This design comes from an exercise in tuning for small area, a short achievable clock period and few clock cycles per item on the open sky130 flow, not from production work. No run shown here included a check of the RTL's function; only the layout flow was run.

**flow/design.v**
```verilog
`timescale 1ns / 1ps
module prng (
	input clk,     
	input rst,   
	input [31:0] seed,
	input start,
	input cont,
	output reg done,
	output [31:0] rand_num
);
reg        busy;       
reg  [2:0] cnt;        
reg [30:0] acc;        
wire [30:0] a = acc;
wire [30:0] b = ~{acc[2:0], acc[30:3]} & {31{busy}};
wire [30:0] g0 = a & b;
wire [30:0] p0 = a ^ b;
wire sg0_1 = g0[1] | p0[1] & g0[0];
wire sp0_1 = p0[1] & p0[0];
wire sg0_3 = g0[3] | p0[3] & g0[2];
wire sp0_3 = p0[3] & p0[2];
wire sg0_5 = g0[5] | p0[5] & g0[4];
wire sp0_5 = p0[5] & p0[4];
wire sg0_7 = g0[7] | p0[7] & g0[6];
wire sp0_7 = p0[7] & p0[6];
wire sg0_9 = g0[9] | p0[9] & g0[8];
wire sp0_9 = p0[9] & p0[8];
wire sg0_11 = g0[11] | p0[11] & g0[10];
wire sp0_11 = p0[11] & p0[10];
wire sg0_13 = g0[13] | p0[13] & g0[12];
wire sp0_13 = p0[13] & p0[12];
wire sg0_15 = g0[15] | p0[15] & g0[14];
wire sp0_15 = p0[15] & p0[14];
wire sg0_17 = g0[17] | p0[17] & g0[16];
wire sp0_17 = p0[17] & p0[16];
wire sg0_19 = g0[19] | p0[19] & g0[18];
wire sp0_19 = p0[19] & p0[18];
wire sg0_21 = g0[21] | p0[21] & g0[20];
wire sp0_21 = p0[21] & p0[20];
wire sg0_23 = g0[23] | p0[23] & g0[22];
wire sp0_23 = p0[23] & p0[22];
wire sg0_25 = g0[25] | p0[25] & g0[24];
wire sp0_25 = p0[25] & p0[24];
wire sg0_27 = g0[27] | p0[27] & g0[26];
wire sp0_27 = p0[27] & p0[26];
wire sg0_29 = g0[29] | p0[29] & g0[28];
wire sp0_29 = p0[29] & p0[28];
wire sg1_2 = g0[2] | p0[2] & sg0_1;
wire sp1_2 = p0[2] & sp0_1;
wire sg1_3 = sg0_3 | sp0_3 & sg0_1;
wire sp1_3 = sp0_3 & sp0_1;
wire sg1_6 = g0[6] | p0[6] & sg0_5;
wire sp1_6 = p0[6] & sp0_5;
wire sg1_7 = sg0_7 | sp0_7 & sg0_5;
wire sp1_7 = sp0_7 & sp0_5;
wire sg1_10 = g0[10] | p0[10] & sg0_9;
wire sp1_10 = p0[10] & sp0_9;
wire sg1_11 = sg0_11 | sp0_11 & sg0_9;
wire sp1_11 = sp0_11 & sp0_9;
wire sg1_14 = g0[14] | p0[14] & sg0_13;
wire sp1_14 = p0[14] & sp0_13;
wire sg1_15 = sg0_15 | sp0_15 & sg0_13;
wire sp1_15 = sp0_15 & sp0_13;
wire sg1_18 = g0[18] | p0[18] & sg0_17;
wire sp1_18 = p0[18] & sp0_17;
wire sg1_19 = sg0_19 | sp0_19 & sg0_17;
wire sp1_19 = sp0_19 & sp0_17;
wire sg1_22 = g0[22] | p0[22] & sg0_21;
wire sp1_22 = p0[22] & sp0_21;
wire sg1_23 = sg0_23 | sp0_23 & sg0_21;
wire sp1_23 = sp0_23 & sp0_21;
wire sg1_26 = g0[26] | p0[26] & sg0_25;
wire sp1_26 = p0[26] & sp0_25;
wire sg1_27 = sg0_27 | sp0_27 & sg0_25;
wire sp1_27 = sp0_27 & sp0_25;
wire sg1_30 = g0[30] | p0[30] & sg0_29;
wire sp1_30 = p0[30] & sp0_29;
wire sg2_4 = g0[4] | p0[4] & sg1_3;
wire sp2_4 = p0[4] & sp1_3;
wire sg2_5 = sg0_5 | sp0_5 & sg1_3;
wire sp2_5 = sp0_5 & sp1_3;
wire sg2_6 = sg1_6 | sp1_6 & sg1_3;
wire sp2_6 = sp1_6 & sp1_3;
wire sg2_7 = sg1_7 | sp1_7 & sg1_3;
wire sp2_7 = sp1_7 & sp1_3;
wire sg2_12 = g0[12] | p0[12] & sg1_11;
wire sp2_12 = p0[12] & sp1_11;
wire sg2_13 = sg0_13 | sp0_13 & sg1_11;
wire sp2_13 = sp0_13 & sp1_11;
wire sg2_14 = sg1_14 | sp1_14 & sg1_11;
wire sp2_14 = sp1_14 & sp1_11;
wire sg2_15 = sg1_15 | sp1_15 & sg1_11;
wire sp2_15 = sp1_15 & sp1_11;
wire sg2_20 = g0[20] | p0[20] & sg1_19;
wire sp2_20 = p0[20] & sp1_19;
wire sg2_21 = sg0_21 | sp0_21 & sg1_19;
wire sp2_21 = sp0_21 & sp1_19;
wire sg2_22 = sg1_22 | sp1_22 & sg1_19;
wire sp2_22 = sp1_22 & sp1_19;
wire sg2_23 = sg1_23 | sp1_23 & sg1_19;
wire sp2_23 = sp1_23 & sp1_19;
wire sg2_28 = g0[28] | p0[28] & sg1_27;
wire sp2_28 = p0[28] & sp1_27;
wire sg2_29 = sg0_29 | sp0_29 & sg1_27;
wire sp2_29 = sp0_29 & sp1_27;
wire sg2_30 = sg1_30 | sp1_30 & sg1_27;
wire sp2_30 = sp1_30 & sp1_27;
wire sg3_8 = g0[8] | p0[8] & sg2_7;
wire sp3_8 = p0[8] & sp2_7;
wire sg3_9 = sg0_9 | sp0_9 & sg2_7;
wire sp3_9 = sp0_9 & sp2_7;
wire sg3_10 = sg1_10 | sp1_10 & sg2_7;
wire sp3_10 = sp1_10 & sp2_7;
wire sg3_11 = sg1_11 | sp1_11 & sg2_7;
wire sp3_11 = sp1_11 & sp2_7;
wire sg3_12 = sg2_12 | sp2_12 & sg2_7;
wire sp3_12 = sp2_12 & sp2_7;
wire sg3_13 = sg2_13 | sp2_13 & sg2_7;
wire sp3_13 = sp2_13 & sp2_7;
wire sg3_14 = sg2_14 | sp2_14 & sg2_7;
wire sp3_14 = sp2_14 & sp2_7;
wire sg3_15 = sg2_15 | sp2_15 & sg2_7;
wire sp3_15 = sp2_15 & sp2_7;
wire sg3_24 = g0[24] | p0[24] & sg2_23;
wire sp3_24 = p0[24] & sp2_23;
wire sg3_25 = sg0_25 | sp0_25 & sg2_23;
wire sp3_25 = sp0_25 & sp2_23;
wire sg3_26 = sg1_26 | sp1_26 & sg2_23;
wire sp3_26 = sp1_26 & sp2_23;
wire sg3_27 = sg1_27 | sp1_27 & sg2_23;
wire sp3_27 = sp1_27 & sp2_23;
wire sg3_28 = sg2_28 | sp2_28 & sg2_23;
wire sp3_28 = sp2_28 & sp2_23;
wire sg3_29 = sg2_29 | sp2_29 & sg2_23;
wire sp3_29 = sp2_29 & sp2_23;
wire sg3_30 = sg2_30 | sp2_30 & sg2_23;
wire sp3_30 = sp2_30 & sp2_23;
wire sg4_16 = g0[16] | p0[16] & sg3_15;
wire sp4_16 = p0[16] & sp3_15;
wire sg4_17 = sg0_17 | sp0_17 & sg3_15;
wire sp4_17 = sp0_17 & sp3_15;
wire sg4_18 = sg1_18 | sp1_18 & sg3_15;
wire sp4_18 = sp1_18 & sp3_15;
wire sg4_19 = sg1_19 | sp1_19 & sg3_15;
wire sp4_19 = sp1_19 & sp3_15;
wire sg4_20 = sg2_20 | sp2_20 & sg3_15;
wire sp4_20 = sp2_20 & sp3_15;
wire sg4_21 = sg2_21 | sp2_21 & sg3_15;
wire sp4_21 = sp2_21 & sp3_15;
wire sg4_22 = sg2_22 | sp2_22 & sg3_15;
wire sp4_22 = sp2_22 & sp3_15;
wire sg4_23 = sg2_23 | sp2_23 & sg3_15;
wire sp4_23 = sp2_23 & sp3_15;
wire sg4_24 = sg3_24 | sp3_24 & sg3_15;
wire sp4_24 = sp3_24 & sp3_15;
wire sg4_25 = sg3_25 | sp3_25 & sg3_15;
wire sp4_25 = sp3_25 & sp3_15;
wire sg4_26 = sg3_26 | sp3_26 & sg3_15;
wire sp4_26 = sp3_26 & sp3_15;
wire sg4_27 = sg3_27 | sp3_27 & sg3_15;
wire sp4_27 = sp3_27 & sp3_15;
wire sg4_28 = sg3_28 | sp3_28 & sg3_15;
wire sp4_28 = sp3_28 & sp3_15;
wire sg4_29 = sg3_29 | sp3_29 & sg3_15;
wire sp4_29 = sp3_29 & sp3_15;
wire sg4_30 = sg3_30 | sp3_30 & sg3_15;
wire sp4_30 = sp3_30 & sp3_15;
wire cout = sg4_30;
wire [30:0] c;
assign c[0] = cout;
assign c[1] = g0[0] | p0[0] & cout;
assign c[2] = sg0_1 | sp0_1 & cout;
assign c[3] = sg1_2 | sp1_2 & cout;
assign c[4] = sg1_3 | sp1_3 & cout;
assign c[5] = sg2_4 | sp2_4 & cout;
assign c[6] = sg2_5 | sp2_5 & cout;
assign c[7] = sg2_6 | sp2_6 & cout;
assign c[8] = sg2_7 | sp2_7 & cout;
assign c[9] = sg3_8 | sp3_8 & cout;
assign c[10] = sg3_9 | sp3_9 & cout;
assign c[11] = sg3_10 | sp3_10 & cout;
assign c[12] = sg3_11 | sp3_11 & cout;
assign c[13] = sg3_12 | sp3_12 & cout;
assign c[14] = sg3_13 | sp3_13 & cout;
assign c[15] = sg3_14 | sp3_14 & cout;
assign c[16] = sg3_15 | sp3_15 & cout;
assign c[17] = sg4_16 | sp4_16 & cout;
assign c[18] = sg4_17 | sp4_17 & cout;
assign c[19] = sg4_18 | sp4_18 & cout;
assign c[20] = sg4_19 | sp4_19 & cout;
assign c[21] = sg4_20 | sp4_20 & cout;
assign c[22] = sg4_21 | sp4_21 & cout;
assign c[23] = sg4_22 | sp4_22 & cout;
assign c[24] = sg4_23 | sp4_23 & cout;
assign c[25] = sg4_24 | sp4_24 & cout;
assign c[26] = sg4_25 | sp4_25 & cout;
assign c[27] = sg4_26 | sp4_26 & cout;
assign c[28] = sg4_27 | sp4_27 & cout;
assign c[29] = sg4_28 | sp4_28 & cout;
assign c[30] = sg4_29 | sp4_29 & cout;
wire [30:0] sum = p0 ^ c;
assign rand_num = {1'b0, acc};
always @(posedge clk) begin
	if (rst) begin
		busy <= 1'b0;
		done <= 1'b0;
		cnt  <= 3'd0;
	end else if (busy) begin
		cnt <= cnt + 3'd1;
		if (cnt == 3'd4) begin
			busy <= 1'b0;
			done <= 1'b1;
		end
	end else if (done) begin
		if (!start) done <= 1'b0;
	end else if (start) begin
		busy <= 1'b1;
		cnt  <= 3'd0;
	end
end
always @(posedge clk) begin
	if (busy || done)
		acc <= sum;
	else
		acc <= {seed[15:0], seed[30:16]};
end
endmodule
```
**flow/flow/run.sh**
```bash
#!/bin/bash
# The standard layout, with the port buffers made of plain buffers
# (sky130_fd_sc_hd__buf_2) instead of the cell buffer_ports picks by itself.
set -euo pipefail
export BUFFER_PORTS_ARGS="-buffer_cell sky130_fd_sc_hd__buf_2"

bash standard.sh > standard.log 2>&1
```
**flow/standard.sh**
```bash
#!/bin/bash
# synth_recipe.tcl (not shown) runs the flow's synth.tcl, then flattens the netlist and writes it again
# the make line also repeats each setting of config.mk as NAME=value (left out here)
make -C /OpenROAD-flow-scripts/flow DESIGN_CONFIG=/design/flow/config.mk WORK_HOME=/design/flow/orfs CLKGATE_MAP_FILE= SYNTH_SCRIPT=/design/flow/synth_recipe.tcl "${@:-finish}"
```
**flow/config.mk**
```make
export PLATFORM = sky130hd
export DESIGN_NAME = prng
export DESIGN_NICKNAME = prng
export VERILOG_FILES = /design/flow/design.v
export SDC_FILE = /design/flow/constraint.sdc
export NUM_CORES = 8
export LEC_CHECK = 0
export CAP_MARGIN = 20
export CORE_MARGIN = 2
export CORE_UTILIZATION = 40
export SLEW_MARGIN = 70
```
**flow/constraint.sdc**
```tcl
create_clock -name core_clock -period 9.0 [get_ports {clk}]
set_input_delay 1.8000 -clock core_clock [delete_from_list [all_inputs] [get_ports {clk}]]
set_output_delay 1.8000 -clock core_clock [all_outputs]
set_load 0.01 [all_outputs]
```
==> metrics.csv, run 1 <==
stage,metric,value,unit
critical_path,Critical Path Fanout Max,23,
logic_synthesis,"top cells by count, synth","46 x nand2_1, 36 x dfxtp_1, 33 x ha_1, 33 x nor2b_1, 30 x o21ai_0",
cells_and_area,P&R area growth vs syn,19.5,%
cells_and_area,"Cell Count, Final, Fillers Out",534,
logic_synthesis,Post-Syn Nets,440,
route,wire per inst,12.3,um
route,Post-DRT Antenna Nets,0,
floorplanning,Core Area,7180,um2
logic_synthesis,top-area cell type share of the netlist area,24.7,%
place,port bufs,65,
cells_and_area,ratio of cells with drive above 1 in the final layout,20.2,%
critical_path,critical path arrival,3.43,ns
global_route,Global Route Usage Sum,16.9,%
logic_synthesis,most common cell in the netlist,nand2_1,
min_path,Worst Hold Class,flop to flop,
logic_synthesis,asr flop ratio synth,0,%
timing,Clock Skews,0.00648,ns
route,drt drc,0,
global_route,initial antenna violation count,0,
clock_tree,CTS Buf Count,5,
logic_synthesis,post-synthesis register bit count,36,
critical_path,WP data required,9.19,ns
floorplanning,die width,89.4,um
critical_path,CP most frequent cell,a21oi_1,
logic_synthesis,area fraction in compound gates after synthesis,22.9,%
logic_synthesis,mux share of post-synthesis cell area,1.11,%
critical_path,CP Launch Type,flop,
logic_synthesis,synthesized area per cell,7.89,um2
cells_and_area,fin util,48.6,%
timing,RSZ-0062 raised after global routing,false,
clock_tree,Clock Sinks,36,
place,Final HPWL DP,5270,um
clock_tree,CTS max path bufs,2,
critical_path,worst-path cell chain,buf_4 > nor2b_1 > ha_1 > a21oi_1 > o21ai_1 > a21oi_1 > o22ai_1 > a211o_1 > o31a_1 > xor2_1 > mux2_2,
critical_path,slowest CP cell,dfxtp_2,
timing,Final Hold Fails,0,
route,Routed Wire Length,6590,um
logic_synthesis,mapped cell area,2920,um2
logic_synthesis,main combinational cell family by area after synthesis,simple AND/OR/NAND/NOR gates,
logic_synthesis,simple-gate share of the synthesized area,25.1,%
timing,final period utilization,36.0,%
clock_tree,CTS Hold Bufs,0,
run,max_cap viols,0,
place,gpl congestion,0.813,
critical_path,WS Path Type,flop to flop,
logic_synthesis,Synth Flop Type,dfxtp_1,
floorplanning,io pins,69,
floorplanning,die area,8000,um2
cells_and_area,nets@finish,504,
clock_tree,clk slew on worst S/H paths,0.08,ns
clock_tree,Post-CTS Resized,0,
clock_tree,H-tree levels,2,
logic_synthesis,adder-cell share of the synthesized area,14.8,%
timing,setup TNS,0,ns
logic_synthesis,synth unique cells,56,
run_status,status,finished clean,
clock_tree,setup bufs post-CTS,0,
global_route,largest net degree at the start of global routing,30,
logic_synthesis,Area contributors post-synth,"dfxtp_1 25%, ha_1 14%, nor2b_1 7.1%",
logic_synthesis,"Seq/Total Area, Yosys",24.7,%
logic_synthesis,Synth warnings,1,
timing,Max Fclk,308,MHz
logic_synthesis,xor/xnor share of the synthesized area,8.10,%
logic_synthesis,Synth area leader,dfxtp_1,
route,Vias,2748,
logic_synthesis,Mapped Cells,370,
clock_tree,CTS tree,done,
route,Via density,5.15,
logic_synthesis,number of enable flip-flop cells after synthesis,0,
place,DP Cell Count,526,
floorplanning,starting density of the core,40.7,%
cells_and_area,# diodes,0,
route,DR iter-0 viols,60,
clock_tree,Worst-Skew Late Latency,0.29,ns
floorplanning,DIE HEIGHT,89.4,um
global_route,vias in the first global route,2451,
critical_path,"Largest stage delay, worst path",0.48,ns
timing,pins over their slew limit,0,
global_route,first-pass GRT wire length,10800,um
global_route,"Remaining Overflow, GRT",0,
clock_tree,Root Buffer,clkbuf_8,
timing,setup violators final,0,
timing,Period minus WS final,3.24,ns
route,drt pass-1 iters,4,
floorplanning,Rows,31,
critical_path,crit path capture type,flop,
==> state kept, by name (all words and copies together) (netlist names) <==
signal / count
done: 1
cnt: 3
acc: 31
busy: 1
==> worst max-delay path, delay by kind of cell (launching register included) <==
kind                     cells  cell delay (ns)
flip-flops                   1             0.48
multiplexers                 1             0.25
XOR/XNOR                     1             0.14
buffers and inverters        1             0.30
AO/OA/AOI/OAI                6             1.45
AND/OR/NAND/NOR              1             0.18
adder cells (fa/ha/maj)      1             0.32
==> cell families after synthesis <==
logic type               Yosys count
AND/OR/NAND/NOR                  139
AO/OA/AOI/OAI                    107
flip-flops                        36
adder cells (fa/ha/maj)           34
XOR/XNOR                          27
buffers and inverters             23
multiplexers                       3
other                              1
==> layer usage <==
metal	wire [um]	share of wire [%]	track usage (%)
met3	242	3.7	3.23
met1	3260	49	22.4
met4	63	0.96	4.34
met5	0	0	0
met2	3030	46	28.3
==> placed cells by master, fill, tap and decap left out, types with 5 or more instances in the layout <==
| cell type | synthesis | final |
|---|---|---|
| nand3_1 | 10 | 10 |
| inv_1 | 11 | 11 |
| o21ai_1 | 11 | 11 |
| nor3_1 | 8 | 8 |
| xor2_1 | 15 | 15 |
| buf_2 | 1 | 65 |
| ha_1 | 33 | 33 |
| a21oi_1 | 26 | 26 |
| nor2_1 | 13 | 12 |
| nor2b_1 | 33 | 33 |
| clkbuf_8 | 0 | 6 |
| nand2_1 | 46 | 46 |
| xnor2_1 | 12 | 12 |
| and2_1 | 5 | 5 |
| a211oi_1 | 6 | 5 |
| and4_1 | 6 | 6 |
| dfxtp_1 | 36 | 35 |
| o21ai_0 | 30 | 30 |
==> through the flow <==
step / setup WS (ns) / area (um2) / hold WS [ns]
floorplan: 5.91 / 2920 / 0.451
finish: 5.76 / 3490 / 0.492
global route: 5.53 / 3490 / 0.526
global placement: 5.56 / 3340 / 0.468
detailed placement: 5.70 / 3370 / 0.483
CTS: 5.68 / 3460 / 0.496
==> final cells by class <==
type                    count  area [um2]
well taps                  99         124
multi-input cells         311        2160
inverters                  11        41.3
clock buffers               8        90.1
repair buffers             69         355
flip-flops and latches     36         722
fillers                   747        3690
==> final timing paths <==
kind              endpoint  startpoint  cells after the start  slack (ns)
setup / recovery   acc[19]        busy                     11        5.76
hold / removal      cnt[2]      cnt[2]                      2        0.49
setup reg to reg   acc[19]        busy                     11        5.76
hold reg to reg     cnt[2]      cnt[2]                      2        0.49
==> run 2, diff against run 1 <==
--- a/flow/design.v
+++ b/flow/design.v
@@ -12,7 +12,7 @@
 reg  [2:0] cnt;        
 reg [30:0] acc;        
 wire [30:0] a = acc;
-wire [30:0] b = ~{acc[2:0], acc[30:3]} & {31{busy}};
+wire [30:0] b = ~{acc[2:0], acc[30:3]};
 wire [30:0] g0 = a & b;
 wire [30:0] p0 = a ^ b;
 wire sg0_1 = g0[1] | p0[1] & g0[0];
@@ -219,9 +219,9 @@
 	end
 end
 always @(posedge clk) begin
-	if (busy || done)
+	if (busy)
 		acc <= sum;
-	else
+	else if (!done)
 		acc <= {seed[15:0], seed[30:16]};
 end
 endmodule
==> metrics.csv, run 2 <==
stage,metric,value,unit
run_status,status,finished clean,
critical_path,crit path capture type,flop,
clock_tree,Root Buffer,clkbuf_8,
route,Metal-1 WL,3420,um
cells_and_area,# diodes,0,
timing,hold slack,0.491,ns
timing,Clock Skews,0.00420,ns
place,gpl congestion,0.860,
critical_path,cell family with most CP delay,compound AO/OA/AOI/OAI gates,
route,Vias,2725,
critical_path,critical path arrival,3.12,ns
cells_and_area,FF+latch area,1030,um2
critical_path,"Largest stage delay, worst path",0.48,ns
clock_tree,CTS tree,done,
logic_synthesis,synthesized area per cell,9.37,um2
route,Routed Wire Length,7270,um
logic_synthesis,Post-Syn Nets,416,
critical_path,slowest CP cell,edfxtp_1,
place,DP Cell Count,507,
critical_path,CP Buf/Inv Count,1,
logic_synthesis,mapped cell area,3240,um2
route,drt drc,0,
logic_synthesis,Area contributors post-synth,"edfxtp_1 29%, ha_1 13%, inv_1 5.6%",
critical_path,Critical Path Fanout Max,8,
timing,Final Hold Fails,0,
global_route,"Remaining Overflow, GRT",0,
logic_synthesis,most common cell in the netlist,inv_1,
global_route,initial antenna violation count,0,
logic_synthesis,number of enable flip-flop cells after synthesis,31,
timing,RSZ-0062 raised after global routing,false,
cells_and_area,ratio of cells with drive above 1 in the final layout,27.1,%
clock_tree,CTS Hold Bufs,0,
global_route,vias in the first global route,2599,
global_route,first-pass GRT wire length,11900,um
logic_synthesis,"top cells by count, synth","48 x inv_1, 33 x ha_1, 31 x edfxtp_1",
route,DR top layer,met4,
place,Place WS,5.93,ns
timing,pins over their slew limit,0,
floorplanning,io pins,69,
route,wire per inst,14.1,um
clock_tree,CTS max path bufs,2,
cells_and_area,"Cell Count, Final, Fillers Out",515,
logic_synthesis,Synth Flop Type,edfxtp_1,
clock_tree,setup bufs post-CTS,0,
min_path,Worst Hold Class,flop to flop,
cells_and_area,Fillers,784,
cells_and_area,final instance area,3800,um2
cells_and_area,"commonest non-fill, non-tap cell in the layout",buf_2,
clock_tree,Worst-Skew Late Latency,0.29,ns
timing,final setup margin,5.92,ns
clock_tree,clk slew on worst S/H paths,0.07,ns
route,metal2 WL,3470,um
route,Via density,5.29,
logic_synthesis,Synth area leader,edfxtp_1,
clock_tree,H-tree levels,2,
logic_synthesis,asr flop ratio synth,0,%
critical_path,Reg2Reg Launch Point,acc[3],
logic_synthesis,Mapped Cells,346,
route,Post-DRT Antenna Nets,0,
floorplanning,die width,94.0,um
cells_and_area,most frequent cells in the layout,"65 x buf_2, 47 x inv_1, 33 x ha_1, 31 x edfxtp_1, 23 x nand2_1",
cells_and_area,number of flip-flops in the largest register,31,
floorplanning,Core Area,7810,um2
route,DR iter-0 viols,101,
logic_synthesis,top-area cell type share of the netlist area,28.7,%
place,port bufs,65,
route,Routed met3 length,307,um
global_route,Global Route Usage Sum,16.6,%
floorplanning,starting density of the core,41.5,%
floorplanning,Rows,32,
critical_path,worst-path cell chain,ha_1 > nand2_1 > o21ai_1 > a221o_1 > a21oi_1 > o21ai_0 > inv_1 > fa_1 > xnor2_1 > mux2_2,
timing,setup violators final,0,
critical_path,critical path launch point,acc[3],
logic_synthesis,synth unique cells,66,
timing,final period utilization,34.2,%
floorplanning,die area,8840,um2
min_path,hold_sp,cnt[2],
cells_and_area,Largest Register,acc,
logic_synthesis,Synth warnings,1,
timing,Period minus WS final,3.08,ns
place,dpl cell area,3690,um2
run,max_cap viols,0,
timing,Max Fclk,325,MHz
critical_path,WS Path Type,flop to flop,
place,Final HPWL DP,5520,um
critical_path,WP data required,9.04,ns
global_route,largest net degree at the start of global routing,43,
cells_and_area,nets@finish,482,
cells_and_area,Largest regs,"acc (31), cnt (3)",
route,drt pass-1 iters,5,
clock_tree,CTS Buf Count,5,
cells_and_area,P&R area growth vs syn,17.1,%
clock_tree,Clock Sinks,36,
logic_synthesis,"Seq/Total Area, Yosys",31.8,%
timing,setup TNS,0,ns
logic_synthesis,post-synthesis register bit count,36,
critical_path,CP Launch Type,flop,
clock_tree,Post-CTS Resized,0,
cells_and_area,multi-input logic area,2020,um2
floorplanning,DIE HEIGHT,94.0,um
==> run 2: cell types whose count changed in the layout (fill, tap and decap cells not counted), sizes merged, moves of 13 or more <==
cell,before,now
nor2b,33,2
inv,11,48
dfxtp,36,5
o21ai,42,21
nand2,46,25
mux2,2,15
edfxtp,0,31
==> run 2: area by class of cell <==
cell class | count | area share [%]
inverters | 48 | 4.81
clock buffers | 8 | 2.37
flip-flops and latches | 36 | 27.2
well taps | 102 | 3.36
multi-input cells | 254 | 53.2
repair buffers | 67 | 9.06
==> run 2: per-stage QoR <==
stage                     utilization, %
after floorplan                        -
after global placement              47.1
after detailed placement            47.3
after CTS                           48.5
after global routing                48.6
final                               48.6
==> run 2: kinds of logic (layout without fill, tap and decap cells) <==
group	Yosys count	count (layout)	synth area share, %
compound gates	93	93	22.4
xor+xnor	18	18	4.86
fa+ha+maj	34	34	13.3
buf+inv	56	123	6.64
flops	36	36	31.8
mux	17	17	5.83
other cells	1	1	0.116
simple gates	91	91	15.0
==> run 2: path summary, 6_finish.rpt <==
check             endpoint  cells past startpoint  slack, ns
setup / recovery    acc[1]                     10       5.92
hold reg to reg     cnt[2]                      2       0.49
hold / removal      cnt[2]                      2       0.49
setup reg to reg    acc[1]                     10       5.92
==> run 2: worst min-delay path, stage by stage, from the launching register on <==
cell and delay [ns]:
dfxtp_1 0.32, o21ai_0 0.07, a21oi_1 0.06
==> run 2: metal layers <==
metal,vias up,track usage (%)
met5,-,0
li1,1394,-
met2,66,28.3
met4,0,3.26
met3,11,2.89
met1,1254,22.3
==> run 3, diff against run 2 <==
--- a/flow/design.v
+++ b/flow/design.v
@@ -11,8 +11,9 @@
 reg        busy;       
 reg  [2:0] cnt;        
 reg [30:0] acc;        
+reg        nd;         
 wire [30:0] a = acc;
-wire [30:0] b = ~{acc[2:0], acc[30:3]};
+wire [30:0] b = ~{acc[2:0], acc[30:3]} & {{15{nd}}, {16{busy}}};
 wire [30:0] g0 = a & b;
 wire [30:0] p0 = a ^ b;
 wire sg0_1 = g0[1] | p0[1] & g0[0];
@@ -219,9 +220,17 @@
 	end
 end
 always @(posedge clk) begin
-	if (busy)
+	if (rst)
+		nd <= 1'b1;
+	else if (busy && cnt == 3'd4)
+		nd <= 1'b0;
+	else if (done && !start)
+		nd <= 1'b1;
+end
+always @(posedge clk) begin
+	if (busy || done)
 		acc <= sum;
-	else if (!done)
+	else
 		acc <= {seed[15:0], seed[30:16]};
 end
 endmodule
==> metrics.csv, run 3 <==
stage,metric,value,unit
run_status,status,finished clean,
cells_and_area,nets@finish,513,
critical_path,critical path arrival,3.42,ns
route,Routed met3 length,274,um
logic_synthesis,"top cells by count, synth","38 x a21oi_1, 38 x nor2_1, 37 x dfxtp_1",
global_route,vias in the first global route,2762,
critical_path,Reg2Reg Launch Point,busy,
floorplanning,Core Area,7250,um2
timing,Period minus WS final,3.24,ns
logic_synthesis,synth unique cells,57,
logic_synthesis,number of enable flip-flop cells after synthesis,0,
floorplanning,starting density of the core,41.5,%
critical_path,crit path capture type,flop,
timing,pins over their slew limit,0,
critical_path,CP Launch Type,flop,
timing,Clock Skews,0.00761,ns
critical_path,WS Path Type,flop to flop,
route,metal2 WL,3430,um
timing,RSZ-0062 raised after global routing,false,
floorplanning,DIE HEIGHT,90.7,um
global_route,first-pass GRT wire length,12700,um
cells_and_area,Fillers,754,
clock_tree,CTS Buf Count,5,
route,Post-DRT Antenna Nets,0,
clock_tree,CTS max path bufs,2,
cells_and_area,number of flip-flops in the largest register,31,
floorplanning,io pins,69,
route,DR iter-0 viols,112,
critical_path,WP data required,9.18,ns
place,DP Cell Count,535,
route,Vias,2924,
global_route,largest net degree at the start of global routing,35,
global_route,initial antenna violation count,0,
route,Metal-1 WL,3680,um
place,port bufs,65,
floorplanning,Rows,31,
cells_and_area,"commonest non-fill, non-tap cell in the layout",buf_2,
floorplanning,die area,8230,um2
timing,final period utilization,36.0,%
critical_path,Critical Path Fanout Max,26,
logic_synthesis,Mapped Cells,383,
logic_synthesis,Post-Syn Nets,453,
logic_synthesis,top-area cell type share of the netlist area,24.6,%
cells_and_area,P&R area growth vs syn,19.3,%
logic_synthesis,post-synthesis register bit count,37,
min_path,Worst Hold Class,flop to flop,
cells_and_area,ratio of cells with drive above 1 in the final layout,20.9,%
logic_synthesis,Area contributors post-synth,"dfxtp_1 25%, ha_1 14%, nor2b_1 6.7%",
logic_synthesis,Synth warnings,1,
clock_tree,Root Buffer,clkbuf_8,
logic_synthesis,Synth Flop Type,dfxtp_1,
logic_synthesis,synthesized area per cell,7.85,um2
logic_synthesis,asr flop ratio synth,0,%
critical_path,R2R Setup Slk,5.76,ns
clock_tree,CTS tree,done,
route,DR top layer,met4,
clock_tree,Worst-Skew Late Latency,0.30,ns
floorplanning,die width,90.7,um
place,gpl congestion,0.856,
cells_and_area,most frequent cells in the layout,"65 x buf_2, 37 x a21oi_1, 37 x nor2_1, 35 x dfxtp_1, 33 x ha_1",
critical_path,critical path launch point,busy,
route,drt pass-1 iters,5,
cells_and_area,"Cell Count, Final, Fillers Out",543,
timing,Max Fclk,309,MHz
cells_and_area,Largest regs,"acc (31), cnt (3)",
logic_synthesis,Synth area leader,dfxtp_1,
cells_and_area,Largest Register,acc,
route,wire per inst,13.7,um
clock_tree,CTS Hold Bufs,0,
clock_tree,setup bufs post-CTS,0,
timing,setup TNS,0,ns
global_route,Global Route Usage Sum,18.7,%
run,max_cap viols,0,
place,Final HPWL DP,5720,um
clock_tree,Post-CTS Resized,0,
route,Routed Wire Length,7460,um
global_route,"Remaining Overflow, GRT",0,
clock_tree,H-tree levels,2,
timing,setup violators final,0,
timing,Final Hold Fails,0,
clock_tree,Clock Sinks,37,
clock_tree,clk slew on worst S/H paths,0.08,ns
route,Via density,5.38,
logic_synthesis,mapped cell area,3010,um2
cells_and_area,# diodes,0,
min_path,hold_sp,cnt[2],
route,drt drc,0,
logic_synthesis,"Seq/Total Area, Yosys",24.6,%
[run 3: cell types whose count changed after synthesis, moves of 6 or more]
cell      delta
inv_1       -39
dfxtp_1     +32
edfxtp_1    -31
nor2b_1     +30
a21oi_1     +18
nor2_1      +17
mux2_2      -15
nand2_1      +8
nand4_1      +6
[run 3: cells by family (layout without fill, tap and decap cells)]
logic type	count (synthesis)	after routing	synth area share, %
adders and majority gates	34	34	14.4
xor gates and xnor gates	13	13	3.79
and+or+nand+nor	159	159	27.5
buffers and inverters	23	84	3.04
muxes	2	2	0.666
AOI/OAI and AO/OA	114	114	25.8
DFF	37	37	24.6
other	1	1	0.125
[run 3: layer usage]
layer	track usage [%]	vias to the layer above
met1	24.6	1329
met5	0	-
met2	31.0	51
met3	3.92	5
met4	4.36	0
li1	-	1539
[run 3: stage by stage]
step | area (um2) | hold slack (ns) | worst slack (ns) | utilization, %
global route | 3590 | 0.536 | 5.56 | 49.5
finish | 3590 | 0.487 | 5.76 | 49.5
floorplan | 3010 | 0.447 | 5.97 | -
global placement | 3410 | 0.464 | 5.49 | 47.0
CTS | 3580 | 0.492 | 5.65 | 49.4
detailed placement | 3450 | 0.479 | 5.68 | 47.5
[run 3: final timing paths]
path              to  depth (start not counted)
min reg2reg   cnt[2]                          2
max          acc[14]                         10
min           cnt[2]                          2
max reg2reg  acc[14]                         10
[run 3: worst max-delay path, cell delays in order (launching register included)]
cell	delay [ns]
dfxtp_4	0.50
nor2b_1	0.19
ha_1	0.29
a21oi_1	0.20
o21ai_1	0.16
a221oi_2	0.42
o211ai_1	0.22
or4_4	0.46
a31o_4	0.26
a2111oi_4	0.34
nor3_1	0.08
[run 3: layout make-up]
type	count	area (um2)	area share, %
Multi-Input combinational cell	323	2210	61.7
Timing Repair Buffer	67	337	9.38
Inverter	9	33.8	0.942
Clock inverter	3	65.1	1.81
Clock buffer	5	68.8	1.92
Sequential cell	37	746	20.8
Tap cell	99	124	3.45
==> run 4, diff against run 3 <==
--- a/flow/design.v
+++ b/flow/design.v
@@ -11,9 +11,9 @@
 reg        busy;       
 reg  [2:0] cnt;        
 reg [30:0] acc;        
-reg        nd;         
+reg  [3:0] en;         
 wire [30:0] a = acc;
-wire [30:0] b = ~{acc[2:0], acc[30:3]} & {{15{nd}}, {16{busy}}};
+wire [30:0] b = ~{acc[2:0], acc[30:3]} & {{7{en[3]}}, {8{en[2]}}, {8{en[1]}}, {8{en[0]}}};
 wire [30:0] g0 = a & b;
 wire [30:0] p0 = a ^ b;
 wire sg0_1 = g0[1] | p0[1] & g0[0];
@@ -220,12 +220,16 @@
 	end
 end
 always @(posedge clk) begin
-	if (rst)
-		nd <= 1'b1;
-	else if (busy && cnt == 3'd4)
-		nd <= 1'b0;
-	else if (done && !start)
-		nd <= 1'b1;
+	if (rst) begin
+		en <= 4'd0;
+	end else if (busy) begin
+		if (cnt == 3'd4)          en[0] <= 1'b0;
+		if (cnt[2])               en[1] <= 1'b0;
+		if (cnt[2] && !cnt[1])    en[2] <= 1'b0;
+		if (cnt[2] && !cnt[0])    en[3] <= 1'b0;
+	end else if (!done && start) begin
+		en <= 4'hf;
+	end
 end
 always @(posedge clk) begin
 	if (busy || done)
==> metrics.csv, run 4 <==
stage,metric,value,unit
timing,setup violators final,0,
timing,Clock Skews,0.00393,ns
route,drt pass-1 iters,4,
logic_synthesis,post-synthesis register bit count,40,
run_status,status,finished clean,
logic_synthesis,synthesized area per cell,7.94,um2
cells_and_area,# diodes,0,
logic_synthesis,most common cell in the netlist,nand2_1,
floorplanning,die area,8480,um2
clock_tree,H-tree levels,2,
logic_synthesis,Synth area leader,dfxtp_1,
cells_and_area,Largest regs,"acc (31), en (4), cnt (3)",
route,drt drc,0,
logic_synthesis,synth unique cells,66,
floorplanning,starting density of the core,40.8,%
min_path,Worst Hold Depth,2,
cells_and_area,fin util,47.9,%
logic_synthesis,"top cells by count, synth","54 x nand2_1, 40 x dfxtp_1, 34 x o21ai_0",
logic_synthesis,area fraction in compound gates after synthesis,24.7,%
timing,Final Hold Fails,0,
timing,final period utilization,34.1,%
global_route,first-pass GRT wire length,12700,um
cells_and_area,ratio of cells with drive above 1 in the final layout,21.1,%
clock_tree,clk slew on worst S/H paths,0.08,ns
route,metal2 WL,3380,um
route,Post-DRT Antenna Nets,0,
logic_synthesis,Post-Syn Nets,461,
cells_and_area,most frequent cells in the layout,"65 x buf_2, 54 x nand2_1, 39 x dfxtp_1",
clock_tree,Worst-Skew Late Latency,0.29,ns
clock_tree,CTS tree,done,
place,Place WS,5.98,ns
logic_synthesis,Synth warnings,1,
critical_path,WS Path Type,flop to flop,
route,Via density,5.24,
run,max_cap viols,0,
critical_path,critical path arrival,3.26,ns
clock_tree,Post-CTS Resized,0,
route,wire per inst,13.3,um
logic_synthesis,number of enable flip-flop cells after synthesis,0,
logic_synthesis,Mapped Cells,391,
logic_synthesis,adder-cell share of the synthesized area,13.9,%
timing,pins over their slew limit,0,
min_path,Worst Hold Class,flop to flop,
timing,Period minus WS final,3.07,ns
timing,RSZ-0062 raised after global routing,false,
cells_and_area,Fillers,819,
floorplanning,Core Area,7610,um2
critical_path,Critical Path Fanout Max,8,
timing,setup TNS,0,ns
critical_path,R2R Setup Slk,5.93,ns
critical_path,CP Launch Type,flop,
logic_synthesis,main combinational cell family by area after synthesis,compound AO/OA/AOI/OAI gates,
logic_synthesis,mux share of post-synthesis cell area,1.05,%
cells_and_area,nets@finish,523,
place,Final HPWL DP,5780,um
timing,final setup margin,5.93,ns
critical_path,Reg2Reg Launch Point,en[3],
cells_and_area,"commonest non-fill, non-tap cell in the layout",buf_2,
clock_tree,CTS Hold Bufs,0,
critical_path,r2r worst-path depth,10,
critical_path,WP data required,9.19,ns
global_route,Global Route Usage Sum,18.3,%
global_route,initial antenna violation count,0,
floorplanning,io pins,69,
route,DR top layer,met4,
route,Routed Wire Length,7380,um
logic_synthesis,asr flop ratio synth,0,%
clock_tree,CTS max path bufs,2,
logic_synthesis,"Seq/Total Area, Yosys",25.8,%
timing,Max Fclk,326,MHz
global_route,"Remaining Overflow, GRT",0,
cells_and_area,P&R area growth vs syn,17.4,%
global_route,largest net degree at the start of global routing,64,
route,Routed met3 length,256,um
floorplanning,DIE HEIGHT,92.1,um
route,DR iter-0 viols,89,
floorplanning,Rows,32,
logic_synthesis,xor/xnor share of the synthesized area,6.49,%
min_path,hold_sp,cnt[2],
clock_tree,Clock Sinks,40,
route,Vias,2912,
logic_synthesis,top-area cell type share of the netlist area,25.8,%
floorplanning,die width,92.1,um
clock_tree,setup bufs post-CTS,0,
cells_and_area,"Cell Count, Final, Fillers Out",556,
place,port bufs,65,
clock_tree,CTS Buf Count,5,
min_path,Hold EP,cnt[2],
critical_path,worst r2r dst,acc[19],
critical_path,crit path capture type,flop,
global_route,vias in the first global route,2724,
logic_synthesis,simple-gate share of the synthesized area,24.6,%
logic_synthesis,mapped cell area,3110,um2
route,Metal-1 WL,3660,um
logic_synthesis,Area contributors post-synth,"dfxtp_1 26%, ha_1 13%, nor2b_1 6.6%",
cells_and_area,Largest Register,acc,
logic_synthesis,Synth Flop Type,dfxtp_1,
cells_and_area,number of flip-flops in the largest register,31,
clock_tree,Root Buffer,clkbuf_8,
place,gpl congestion,0.789,
place,DP Cell Count,548,
-- run 4: changes by cell type in the layout (fill, tap and decap cells not counted), moves of 4 or more --
cell / change
nand2_1: +22
nor2_1: -19
o21ai_0: +16
a21oi_1: -12
xor2_1: +7
o211ai_1: -6
o31ai_1: -5
dfxtp_1: +4
inv_1: +4
nand4_1: -4
o21a_1: -4
-- run 4: layout make-up --
type | instances | area [um2] | area share [%]
Sequential cell | 40 | 802 | 22.0
Tap cell | 102 | 128 | 3.50
Timing Repair Buffer | 66 | 339 | 9.30
Inverter | 13 | 48.8 | 1.34
Multi-Input combinational cell | 327 | 2240 | 61.3
Clock buffer | 6 | 82.6 | 2.26
Clock inverter | 2 | 10.0 | 0.274
-- run 4: kinds of logic after synthesis --
family,Yosys count
flops,40
mux,3
xor+xnor,23
fa+ha+maj,34
buf+inv,24
compound gates,115
simple gates,151
other cells,1
-- run 4: stage by stage --
step | hold slack [ns] | instance area (um2)
after floorplan | 0.465 | 3110
after global placement | 0.504 | 3520
after detailed placement | 0.515 | 3520
after CTS | 0.527 | 3610
after global routing | 0.577 | 3650
final | 0.526 | 3650
-- run 4: worst max-delay path by stage --
stage           from  endpoint  slack (ns)  depth (start not counted)
2_1_floorplan  en[0]   acc[19]        6.34                         11
3_3_place_gp   en[0]    acc[0]        5.98                          9
3_5_place_dp   en[3]   acc[19]        5.98                         10
4_1_cts        en[3]   acc[19]        5.97                         10
5_1_grt        en[3]   acc[19]        5.71                         10
6_report       en[3]   acc[19]        5.93                         10
-- run 4: worst max-delay path, stage by stage (launching register included) --
cell      delay [ns]
dfxtp_1         0.46
nor2b_1         0.20
ha_1            0.31
a211oi_1        0.26
o21bai_1        0.18
o22ai_2         0.29
a31oi_1         0.18
or3_4           0.42
o31a_1          0.26
xor2_1          0.14
mux2_2          0.25
-- run 4: routing by layer --
| layer | up-vias | global-route usage (%) |
|---|---|---|
| met1 | 1317 | 24.6 |
| met4 | 0 | 4.73 |
| li1 | 1540 | - |
| met2 | 47 | 30.0 |
| met3 | 8 | 3.53 |
| met5 | - | 0 |
==> run 5, diff against run 4 <==
--- a/flow/design.v
+++ b/flow/design.v
@@ -199,7 +199,8 @@
 assign c[28] = sg4_27 | sp4_27 & cout;
 assign c[29] = sg4_28 | sp4_28 & cout;
 assign c[30] = sg4_29 | sp4_29 & cout;
-wire [30:0] sum = p0 ^ c;
+wire [30:0] x = (busy || done) ? p0 : {seed[15:0], seed[30:16]};
+wire [30:0] d = x ^ c;
 assign rand_num = {1'b0, acc};
 always @(posedge clk) begin
 	if (rst) begin
@@ -231,10 +232,6 @@
 		en <= 4'hf;
 	end
 end
-always @(posedge clk) begin
-	if (busy || done)
-		acc <= sum;
-	else
-		acc <= {seed[15:0], seed[30:16]};
-end
+always @(posedge clk)
+	acc <= d;
 endmodule
==> flow/flow/run.sh (replaced) <==
#!/bin/bash
# The standard layout, with the port buffers made of plain buffers
# (sky130_fd_sc_hd__buf_1) instead of the cell buffer_ports picks by itself.
set -euo pipefail
export BUFFER_PORTS_ARGS="-buffer_cell sky130_fd_sc_hd__buf_1"

bash standard.sh > standard.log 2>&1
==> metrics.csv, run 5 <==
stage,metric,value,unit
logic_synthesis,number of enable flip-flop cells after synthesis,0,
global_route,largest net degree at the start of global routing,24,
critical_path,R2R Setup Slk,6.03,ns
timing,hold slack,0.516,ns
logic_synthesis,Synth area leader,dfxtp_1,
clock_tree,CTS tree,done,
route,Vias,2624,
floorplanning,Core Area,7210,um2
clock_tree,Post-CTS Resized,0,
timing,Clock Skews,0.00798,ns
min_path,Hold EP,en[1],
global_route,GR Util met3,3.44,%
logic_synthesis,"top cells by count, synth","40 x dfxtp_1, 34 x nor2b_1, 33 x ha_1",
critical_path,Critical Path Fanout Max,9,
cells_and_area,FF+latch area,801,um2
global_route,"Remaining Overflow, GRT",0,
clock_tree,Worst-Skew Late Latency,0.30,ns
cells_and_area,ratio of cells with drive above 1 in the final layout,7.23,%
floorplanning,DIE HEIGHT,90.0,um
global_route,GR peak layer,met2,
cells_and_area,final instance area,3430,um2
logic_synthesis,synthesized area per cell,8.87,um2
global_route,vias in the first global route,2523,
floorplanning,die width,90.0,um
logic_synthesis,mapped cell area,2960,um2
route,wire per inst,14.0,um
critical_path,WS Path Type,flop to flop,
cells_and_area,most frequent cells in the layout,"65 x buf_1, 40 x dfxtp_1, 34 x nor2b_1, 33 x ha_1",
critical_path,Reg2Reg Launch Point,en[1],
critical_path,crit path capture type,flop,
timing,setup violators final,0,
critical_path,critical path arrival,3.17,ns
run,max_cap viols,0,
cells_and_area,# diodes,0,
logic_synthesis,post-synthesis register bit count,40,
logic_synthesis,Post-Syn Nets,402,
logic_synthesis,"Seq/Total Area, Yosys",27.1,%
floorplanning,io pins,69,
timing,RSZ-0062 raised after global routing,false,
logic_synthesis,Synth Flop Type,dfxtp_1,
cells_and_area,Fillers,758,
place,Place WS,5.88,ns
cells_and_area,Largest regs,"acc (31), en (4), cnt (3)",
logic_synthesis,top-area cell type share of the netlist area,27.1,%
clock_tree,Clock Sinks,40,
timing,pins over their slew limit,0,
timing,final period utilization,33.0,%
route,drt pass-1 iters,4,
global_route,met2 GRT Util,29.0,%
logic_synthesis,Mapped Cells,333,
critical_path,WP data required,9.19,ns
timing,final setup margin,6.03,ns
cells_and_area,multi-input logic area,2120,um2
cells_and_area,number of flip-flops in the largest register,31,
critical_path,r2r worst-path depth,10,
critical_path,worst r2r dst,acc[11],
global_route,Global Route Usage Sum,17.3,%
floorplanning,starting density of the core,41.0,%
logic_synthesis,synth unique cells,53,
clock_tree,CTS Hold Bufs,0,
logic_synthesis,Synth warnings,1,
place,Final HPWL DP,5410,um
timing,Max Fclk,336,MHz
global_route,met1 Use GR,22.9,%
clock_tree,clk slew on worst S/H paths,0.08,ns
logic_synthesis,most common cell in the netlist,dfxtp_1,
timing,Period minus WS final,2.97,ns
clock_tree,CTS Buf Count,5,
logic_synthesis,Area contributors post-synth,"dfxtp_1 27%, ha_1 14%, mux2i_1 10%",
timing,Final Hold Fails,0,
route,Routed Wire Length,7010,um
critical_path,CP Launch Type,flop,
clock_tree,setup bufs post-CTS,0,
place,port bufs,65,
cells_and_area,nets@finish,469,
route,Post-DRT Antenna Nets,0,
min_path,Worst Hold Depth,1,
min_path,hold_sp,cnt[2],
route,DR iter-0 viols,118,
clock_tree,CTS max path bufs,2,
cells_and_area,P&R area growth vs syn,16.0,%
timing,setup TNS,0,ns
floorplanning,die area,8090,um2
clock_tree,Root Buffer,clkbuf_8,
cells_and_area,Largest Register,acc,
cells_and_area,"commonest non-fill, non-tap cell in the layout",buf_1,
place,DP Cell Count,492,
min_path,Worst Hold Class,flop to flop,
run_status,status,finished clean,
route,Via density,5.25,
route,drt drc,0,
global_route,first-pass GRT wire length,11600,um
place,dpl cell area,3330,um2
clock_tree,H-tree levels,2,
global_route,initial antenna violation count,0,
floorplanning,Rows,31,
place,gpl congestion,0.849,
cells_and_area,"Cell Count, Final, Fillers Out",500,
logic_synthesis,asr flop ratio synth,0,%
run 5: worst max-delay path by stage:
| stage | from | to | depth (start not counted) |
|---|---|---|---|
| after floorplan | seed[0] | acc[15] | 4 |
| after global placement | seed[0] | acc[15] | 5 |
| after detailed placement | seed[0] | acc[15] | 5 |
| after CTS | en[2] | acc[11] | 10 |
| after global routing | en[1] | acc[11] | 10 |
| final | en[1] | acc[11] | 10 |
run 5: layout make-up:
class	count	area share, %
clock buffers	6	2.41
clock inverters	2	0.292
inverters	11	1.20
multi-input cells	276	61.8
flip-flops and latches	40	23.4
well taps	99	3.61
repair buffers	66	7.34
run 5: cells by family after synthesis:
logic type                 Yosys count  share of synthesized area [%]
AOI/OAI and AO/OA                   81                           18.0
xor gates and xnor gates            29                           8.59
adders and majority gates           33                           14.0
buffers and inverters               17                           2.29
DFF                                 40                           27.1
muxes                               32                           10.9
other                                1                          0.127
and+or+nand+nor                    100                           19.0
run 5: metal layers:
layer  routed length (um)  vias up  part of all wire (%)
met5                    0        -                     0
met4                   76        0                   1.1
met1                 3430     1212                    49
met3                  244        7                   3.5
met2                 3260       49                    47
li1                     -     1356                     -
run 5: stage by stage:
step | util [%]
finish | 47.5
global route | 47.5
CTS | 47.4
detailed placement | 46.1
global placement | 45.9
floorplan | -
run 5: worst max-delay path: stages (launching register included):
cell      delay (ns)
dfxtp_1         0.45
nor2b_1         0.18
ha_1            0.31
a211oi_1        0.32
o211ai_1        0.17
a221oi_2        0.33
a21oi_1         0.14
o211ai_2        0.27
a21oi_2         0.14
or4_1           0.40
and3_1          0.17
==> run 6, diff against run 5 <==
--- a/flow/design.v
+++ b/flow/design.v
@@ -11,9 +11,8 @@
 reg        busy;       
 reg  [2:0] cnt;        
 reg [30:0] acc;        
-reg  [3:0] en;         
 wire [30:0] a = acc;
-wire [30:0] b = ~{acc[2:0], acc[30:3]} & {{7{en[3]}}, {8{en[2]}}, {8{en[1]}}, {8{en[0]}}};
+wire [30:0] b = ~{acc[2:0], acc[30:3]} & {31{busy}};
 wire [30:0] g0 = a & b;
 wire [30:0] p0 = a ^ b;
 wire sg0_1 = g0[1] | p0[1] & g0[0];
@@ -220,18 +219,6 @@
 		cnt  <= 3'd0;
 	end
 end
-always @(posedge clk) begin
-	if (rst) begin
-		en <= 4'd0;
-	end else if (busy) begin
-		if (cnt == 3'd4)          en[0] <= 1'b0;
-		if (cnt[2])               en[1] <= 1'b0;
-		if (cnt[2] && !cnt[1])    en[2] <= 1'b0;
-		if (cnt[2] && !cnt[0])    en[3] <= 1'b0;
-	end else if (!done && start) begin
-		en <= 4'hf;
-	end
-end
 always @(posedge clk)
 	acc <= d;
 endmodule
==> metrics.csv, run 6 <==
stage,metric,value,unit
clock_tree,CTS max path bufs,2,
logic_synthesis,"top cells by count, synth","36 x dfxtp_1, 34 x nor2b_1, 33 x ha_1",
clock_tree,Worst-Skew Late Latency,0.30,ns
clock_tree,Post-CTS Resized,0,
timing,setup TNS,0,ns
cells_and_area,multi-input logic area,1960,um2
critical_path,CP Launch Type,flop,
clock_tree,H-tree levels,2,
cells_and_area,"commonest non-fill, non-tap cell in the layout",buf_1,
logic_synthesis,Synth Flop Type,dfxtp_1,
global_route,vias in the first global route,2300,
run,max_cap viols,0,
place,Final HPWL DP,4620,um
floorplanning,Rows,30,
logic_synthesis,post-synthesis register bit count,36,
route,Vias,2327,
timing,RSZ-0062 raised after global routing,false,
cells_and_area,# diodes,0,
logic_synthesis,Mapped Cells,294,
critical_path,critical path arrival,3.45,ns
cells_and_area,nets@finish,429,
timing,Final Hold Fails,0,
logic_synthesis,synthesized area per cell,9.29,um2
global_route,initial antenna violation count,0,
floorplanning,starting density of the core,40.9,%
route,Routed Wire Length,6050,um
cells_and_area,Fillers,703,
logic_synthesis,number of enable flip-flop cells after synthesis,0,
timing,final period utilization,35.7,%
timing,Clock Skews,0.00667,ns
route,drt pass-1 iters,4,
clock_tree,setup bufs post-CTS,0,
logic_synthesis,asr flop ratio synth,0,%
cells_and_area,Largest Register,acc,
min_path,Worst Hold Class,flop to flop,
critical_path,WS Path Type,flop to flop,
cells_and_area,Largest regs,"acc (31), cnt (3)",
clock_tree,CTS Buf Count,5,
logic_synthesis,mapped cell area,2730,um2
timing,Period minus WS final,3.22,ns
place,port bufs,65,
cells_and_area,ratio of cells with drive above 1 in the final layout,6.37,%
logic_synthesis,top-area cell type share of the netlist area,26.4,%
cells_and_area,most frequent cells in the layout,"65 x buf_1, 36 x dfxtp_1, 34 x nor2b_1, 33 x ha_1, 32 x mux2i_1",
route,drt drc,0,
global_route,largest net degree at the start of global routing,41,
route,Post-DRT Antenna Nets,0,
timing,pins over their slew limit,0,
critical_path,WP data required,9.23,ns
clock_tree,CTS Hold Bufs,0,
logic_synthesis,Area contributors post-synth,"dfxtp_1 26%, ha_1 15%, mux2i_1 12%",
cells_and_area,P&R area growth vs syn,16.6,%
place,Place WS,5.78,ns
logic_synthesis,Synth area leader,dfxtp_1,
clock_tree,clk slew on worst S/H paths,0.08,ns
clock_tree,CTS tree,done,
route,Via density,5.28,
floorplanning,DIE HEIGHT,86.6,um
critical_path,Critical Path Fanout Max,40,
route,DR iter-0 viols,60,
timing,final setup margin,5.78,ns
run_status,status,finished clean,
logic_synthesis,synth unique cells,44,
logic_synthesis,"Seq/Total Area, Yosys",26.4,%
place,gpl congestion,0.808,
cells_and_area,number of flip-flops in the largest register,31,
timing,hold slack,0.499,ns
logic_synthesis,most common cell in the netlist,dfxtp_1,
global_route,first-pass GRT wire length,10300,um
logic_synthesis,Post-Syn Nets,363,
floorplanning,Core Area,6680,um2
critical_path,crit path capture type,flop,
timing,setup violators final,0,
floorplanning,io pins,69,
global_route,"Remaining Overflow, GRT",0,
timing,Max Fclk,311,MHz
floorplanning,die area,7510,um2
cells_and_area,FF+latch area,721,um2
route,wire per inst,13.7,um
clock_tree,Clock Sinks,36,
global_route,Global Route Usage Sum,16.8,%
floorplanning,die width,86.6,um
logic_synthesis,Synth warnings,1,
clock_tree,Root Buffer,clkbuf_8,
-- run 6: changes by cell type after synthesis, moves of 3 or more --
cell      delta
o21ai_0      -9
and3_1       -3
inv_1        -3
a21oi_1      -4
a21oi_2      -5
nor3_1       -3
clkbuf_1     +3
a21o_1       +7
nand2_1      -7
dfxtp_1      -4
o21ai_2      +3
-- run 6: metal layers --
layer	vias up	GRT usage [%]	share of wire (%)
met1	1056	22.3	48
met3	9	3.24	3.6
met4	0	4.40	1.2
met2	57	28.0	47
met5	-	0	0
li1	1205	-	-
-- run 6: final timing paths --
kind                from  slack [ns]       to  cells past startpoint
setup / recovery    busy        5.78  acc[23]                     12
hold / removal    cnt[2]        0.50     done                      2
setup reg to reg    busy        5.78  acc[23]                     12
hold reg to reg   cnt[2]        0.50     done                      2
-- run 6: logic make-up (layout without fill, tap and decap cells) --
| logic type | Yosys count | count (layout) | synth area share [%] |
|---|---|---|---|
| flip-flops | 36 | 36 | 26.4 |
| adder cells (fa/ha/maj) | 33 | 33 | 15.1 |
| multiplexers | 32 | 32 | 11.7 |
| buffers and inverters | 16 | 83 | 2.34 |
| other | 1 | 1 | 0.137 |
| AO/OA/AOI/OAI | 68 | 68 | 18.4 |
| XOR/XNOR | 31 | 31 | 9.94 |
| AND/OR/NAND/NOR | 77 | 77 | 15.9 |
-- run 6: layout make-up --
class	count	share of cell area [%]
inverters	8	0.943
clock inverters	3	1.34
clock buffers	5	2.16
repair buffers	67	8.25
well taps	80	3.14
flip-flops and latches	36	22.6
multi-input cells	242	61.5
-- run 6: worst max-delay path: stages, from the launching register on --
cell and delay (ns):
dfxtp_1 0.31, buf_4 0.32, nor2b_1 0.21, ha_1 0.28, a21o_1 0.19, a21o_1 0.21, a221oi_4 0.40, o21ai_2 0.13
a41oi_4 0.34, o21bai_2 0.15, a31o_1 0.26, a21oi_1 0.18, xor2_1 0.15
-- run 6: through the flow --
stage | utilization, % | std cells | cell area (um2)
after floorplan | - | 294 | 2730
after global placement | 45.9 | 433 | 3060
after detailed placement | 45.9 | 433 | 3070
after CTS | 47.6 | 441 | 3180
after global routing | 47.7 | 441 | 3180
final | 47.7 | 441 | 3180
==> run 7, diff against run 6 <==
==> flow/design.v (replaced) <==
`timescale 1ns / 1ps
module prng (
	input clk,     
	input rst,   
	input [31:0] seed,
	input start,
	input cont,
	output reg done,
	output [31:0] rand_num
);
localparam B  = 4;                 
localparam NB = (31 + B - 1) / B;  
reg [30:0] acc;    
reg  [2:0] cnt;    
reg  [3:0] en;     
wire busy = en[0];
assign rand_num = {1'b0, acc};
wire [30:0] en_bits = {{7{en[3]}}, {8{en[2]}}, {8{en[1]}}, {8{en[0]}}};
wire [30:0] b = ~{acc[2:0], acc[30:3]} & en_bits;
wire [30:0] g = acc & b;    
wire [30:0] p = acc ^ b;    
localparam LB = $clog2(B);
wire [30:0] lg [0:LB];
wire [30:0] lp [0:LB];
wire [30:0] gl = lg[LB];
wire [30:0] pl = lp[LB];
assign lg[0] = g;
assign lp[0] = p;
wire [NB-1:0] bg, bp;
wire [30:0] c;
genvar i, j, k;
generate
	for (k = 0; k < LB; k = k + 1) begin : local_level
		for (i = 0; i < 31; i = i + 1) begin : local_bit
			localparam LO = i - i % B;
			localparam OFF = i % B;
			localparam J = LO + (OFF & ~((2 << k) - 1)) + (1 << k) - 1;
			if ((OFF >> k) & 1) begin : merge
				assign lg[k+1][i] = lg[k][i] | lp[k][i] & lg[k][J];
				assign lp[k+1][i] = lp[k][i] & lp[k][J];
			end else begin : pass
				assign lg[k+1][i] = lg[k][i];
				assign lp[k+1][i] = lp[k][i];
			end
		end
	end
	for (j = 0; j < NB; j = j + 1) begin : block_gp
		localparam TOP = (j * B + B - 1 > 30) ? 30 : j * B + B - 1;
		assign bg[j] = gl[TOP];
		assign bp[j] = pl[TOP];
	end
endgenerate
localparam L = $clog2(NB);
wire [NB-1:0] cg [0:L];
wire [NB-1:0] cp [0:L];
assign cg[0] = bg;
assign cp[0] = bp;
generate
	for (k = 0; k < L; k = k + 1) begin : ring_level
		for (j = 0; j < NB; j = j + 1) begin : ring_block
			localparam J2 = (j + NB - (1 << k) % NB) % NB;
			assign cg[k+1][j] = cg[k][j] | cp[k][j] & cg[k][J2];
			assign cp[k+1][j] = cp[k][j] & cp[k][J2];
		end
	end
	for (i = 0; i < 31; i = i + 1) begin : carry
		localparam BI = i / B;
		localparam BPREV = (BI + NB - 1) % NB;
		if (i % B == 0) begin : first
			assign c[i] = cg[L][BPREV];
		end else begin : next
			assign c[i] = gl[i-1] | pl[i-1] & cg[L][BPREV];
		end
	end
endgenerate
wire [30:0] x = (busy || done) ? p : {seed[15:0], seed[30:16]};
always @(posedge clk)
	acc <= x ^ c;
always @(posedge clk) begin
	if (rst) begin
		en   <= 4'd0;
		done <= 1'b0;
		cnt  <= 3'd0;
	end else if (busy) begin
		cnt <= cnt + 3'd1;
		if (cnt == 3'd4)        en[0] <= 1'b0;
		if (cnt[2])             en[1] <= 1'b0;
		if (cnt[2] && !cnt[1])  en[2] <= 1'b0;
		if (cnt[2] && !cnt[0])  en[3] <= 1'b0;
		if (cnt == 3'd4)        done  <= 1'b1;
	end else if (done) begin
		if (!start) done <= 1'b0;
	end else if (start) begin
		en  <= 4'hf;
		cnt <= 3'd0;
	end
end
endmodule
==> metrics.csv, run 7 <==
stage,metric,value,unit
place,gpl congestion,0.860,
timing,final setup margin,6.32,ns
global_route,Global Route Usage Sum,17.9,%
logic_synthesis,post-synthesis register bit count,39,
logic_synthesis,Synth area leader,dfxtp_1,
logic_synthesis,Area contributors post-synth,"dfxtp_1 25%, ha_1 13%, mux2i_1 9.0%",
cells_and_area,most frequent cells in the layout,"65 x buf_1, 38 x dfxtp_1, 33 x a21oi_1, 33 x ha_1, 32 x nor2b_1",
cells_and_area,number of flip-flops in the largest register,31,
timing,final period utilization,29.8,%
cells_and_area,"Cell Count, Final, Fillers Out",522,
global_route,vias in the first global route,2641,
clock_tree,CTS Hold Bufs,0,
logic_synthesis,synthesized area per cell,8.80,um2
floorplanning,die width,92.1,um
critical_path,worst-path cell chain,buf_1,
clock_tree,clk slew on worst S/H paths,0.08,ns
floorplanning,Core Area,7610,um2
global_route,first-pass GRT wire length,12400,um
critical_path,r2r worst-path depth,8,
place,port bufs,65,
critical_path,WS Path Type,flop to output port,
timing,Clock Skews,0.00182,ns
critical_path,crit path capture type,output port,
cells_and_area,nets@finish,488,
cells_and_area,Largest regs,"acc (31), en (4), cnt (3)",
clock_tree,Post-CTS Resized,0,
clock_tree,Clock Sinks,39,
clock_tree,Worst-Skew Late Latency,0.29,ns
global_route,largest net degree at the start of global routing,33,
logic_synthesis,"top cells by count, synth","39 x dfxtp_1, 33 x a21oi_1, 33 x ha_1",
global_route,"Remaining Overflow, GRT",0,
route,Via density,5.39,
cells_and_area,Largest Register,acc,
logic_synthesis,mapped cell area,3110,um2
critical_path,worst r2r dst,acc[11],
logic_synthesis,Synth warnings,1,
cells_and_area,ratio of cells with drive above 1 in the final layout,8.81,%
clock_tree,Root Buffer,clkbuf_8,
critical_path,"Largest stage delay, worst path",0.42,ns
critical_path,Critical Path Fanout Max,4,
critical_path,WP data required,7.20,ns
clock_tree,H-tree levels,2,
cells_and_area,# diodes,0,
critical_path,Stages on worst setup path,1,
logic_synthesis,asr flop ratio synth,0,%
route,wire per inst,14.2,um
logic_synthesis,"Seq/Total Area, Yosys",25.1,%
clock_tree,CTS max path bufs,2,
run,max_cap viols,0,
route,Post-DRT Antenna Nets,0,
min_path,Worst Hold Class,flop to flop,
run_status,status,finished clean,
floorplanning,die area,8490,um2
critical_path,R2R Setup Slk,6.37,ns
place,Place WS,6.09,ns
floorplanning,starting density of the core,40.9,%
route,Routed Wire Length,7430,um
timing,Max Fclk,373,MHz
clock_tree,CTS tree,done,
clock_tree,CTS Buf Count,5,
critical_path,CP Launch Type,flop,
critical_path,critical path launch point,done,
timing,Period minus WS final,2.68,ns
floorplanning,Rows,32,
route,drt drc,0,
==> run 7: cell count changes after synthesis, moves of 5 or more <==
cell / delta
a21o_1: -6
o21ai_0: +10
and2_1: +6
a21oi_1: +7
xnor2_1: -5
clkbuf_1: -6
mux2_2: +5
nor2_1: +11
==> run 7: cell families (layout without fill, tap and decap cells) <==
group	after synthesis	count (layout)	share of synthesized area [%]
multiplexers	33	33	10.8
other	1	1	0.121
XOR/XNOR	26	26	7.33
flip-flops	39	39	25.1
AND/OR/NAND/NOR	110	110	19.7
AO/OA/AOI/OAI	93	93	21.0
buffers and inverters	18	85	2.58
adder cells (fa/ha/maj)	33	33	13.3
==> run 7: how the worst min path moves through the flow <==
stage | start | endpoint | depth (start not counted)
floorplan | cnt[2] | cnt[2] | 2
global placement | cnt[2] | cnt[2] | 2
detailed placement | cnt[2] | cnt[2] | 2
CTS | cnt[2] | cnt[2] | 2
global route | cnt[2] | cnt[2] | 2
finish | cnt[2] | cnt[2] | 2
==> run 7: area by class of cell <==
class	instances	area [um2]
flip-flops and latches	39	782
fillers	811	4010
well taps	102	128
multi-input cells	296	2270
clock buffers	6	82.6
clock inverters	2	35.0
inverters	10	37.5
repair buffers	67	260
==> run 7: worst register-to-register path, stage by stage, from the launching register on <==
cell and delay, ns:
dfxtp_2 0.52, nor2b_1 0.20, ha_1 0.32, and4_1 0.29, a21oi_1 0.28, o31ai_4 0.16
a2111o_1 0.43, a31oi_1 0.22, xor2_1 0.16
==> run 7: per-stage QoR <==
stage	area, um2	hold WS (ns)	utilization, %
floorplan	3110	0.471	-
global placement	3450	0.490	45.4
CTS	3590	0.508	47.2
global route	3600	0.537	47.3
detailed placement	3470	0.497	45.6
finish	3600	0.507	47.3
==> run 7: layer usage <==
metal,GRT usage (%),vias up,part of all wire [%]
met5,0,-,0
met4,4.98,0,1.3
met3,3.62,8,4.7
met2,29.5,62,46
met1,23.8,1303,48
li1,-,1441,-

[afterwards: timing with drivers on the ports]
How much do the figures lean on ideal ports? The routed layouts below were timed once more, with nothing changed but the port constraints.
Step 1 (the two cells are an assumption about what drives the block):
set clk [get_ports {clk}]
set_driving_cell -lib_cell sky130_fd_sc_hd__clkbuf_16 $clk
set_driving_cell -lib_cell sky130_fd_sc_hd__buf_2 [delete_from_list [all_inputs] $clk]
Step 2 moves the port delays by t, midway between the first and last clock arrival at a register: inputs arrive t later, outputs are due t later. That takes back most of the time a late clock gives input paths.
Three values: ideal, step 1, step 2; two values: the first two.
run	t (ns)	setup WS [ns]	worst hold slack (ns)
run 1	0.316	5.757 / 5.757 / 5.757	0.492 / 0.492 / 0.492
run 2	0.311	5.919 / 5.919 / 5.919	0.491 / 0.491 / 0.491
run 3	0.324	5.760 / 5.760 / 5.760	0.487 / 0.487 / 0.487
run 4	0.322	5.932 / 5.932 / 5.932	0.526 / 0.526 / 0.526
run 5	0.322	6.026 / 6.026 / 5.896	0.516 / 0.516 / 0.516
run 6	0.320	5.783 / 5.783 / 5.783	0.499 / 0.499 / 0.499
run 7	0.323	6.321 / 6.289 / 6.086	0.507 / 0.507 / 0.507
After both steps setup and hold are still met in every run listed. For run 7, which loses most, drivers alone change the setup slack by -0.032 ns; drivers and shift together by -0.235 ns.
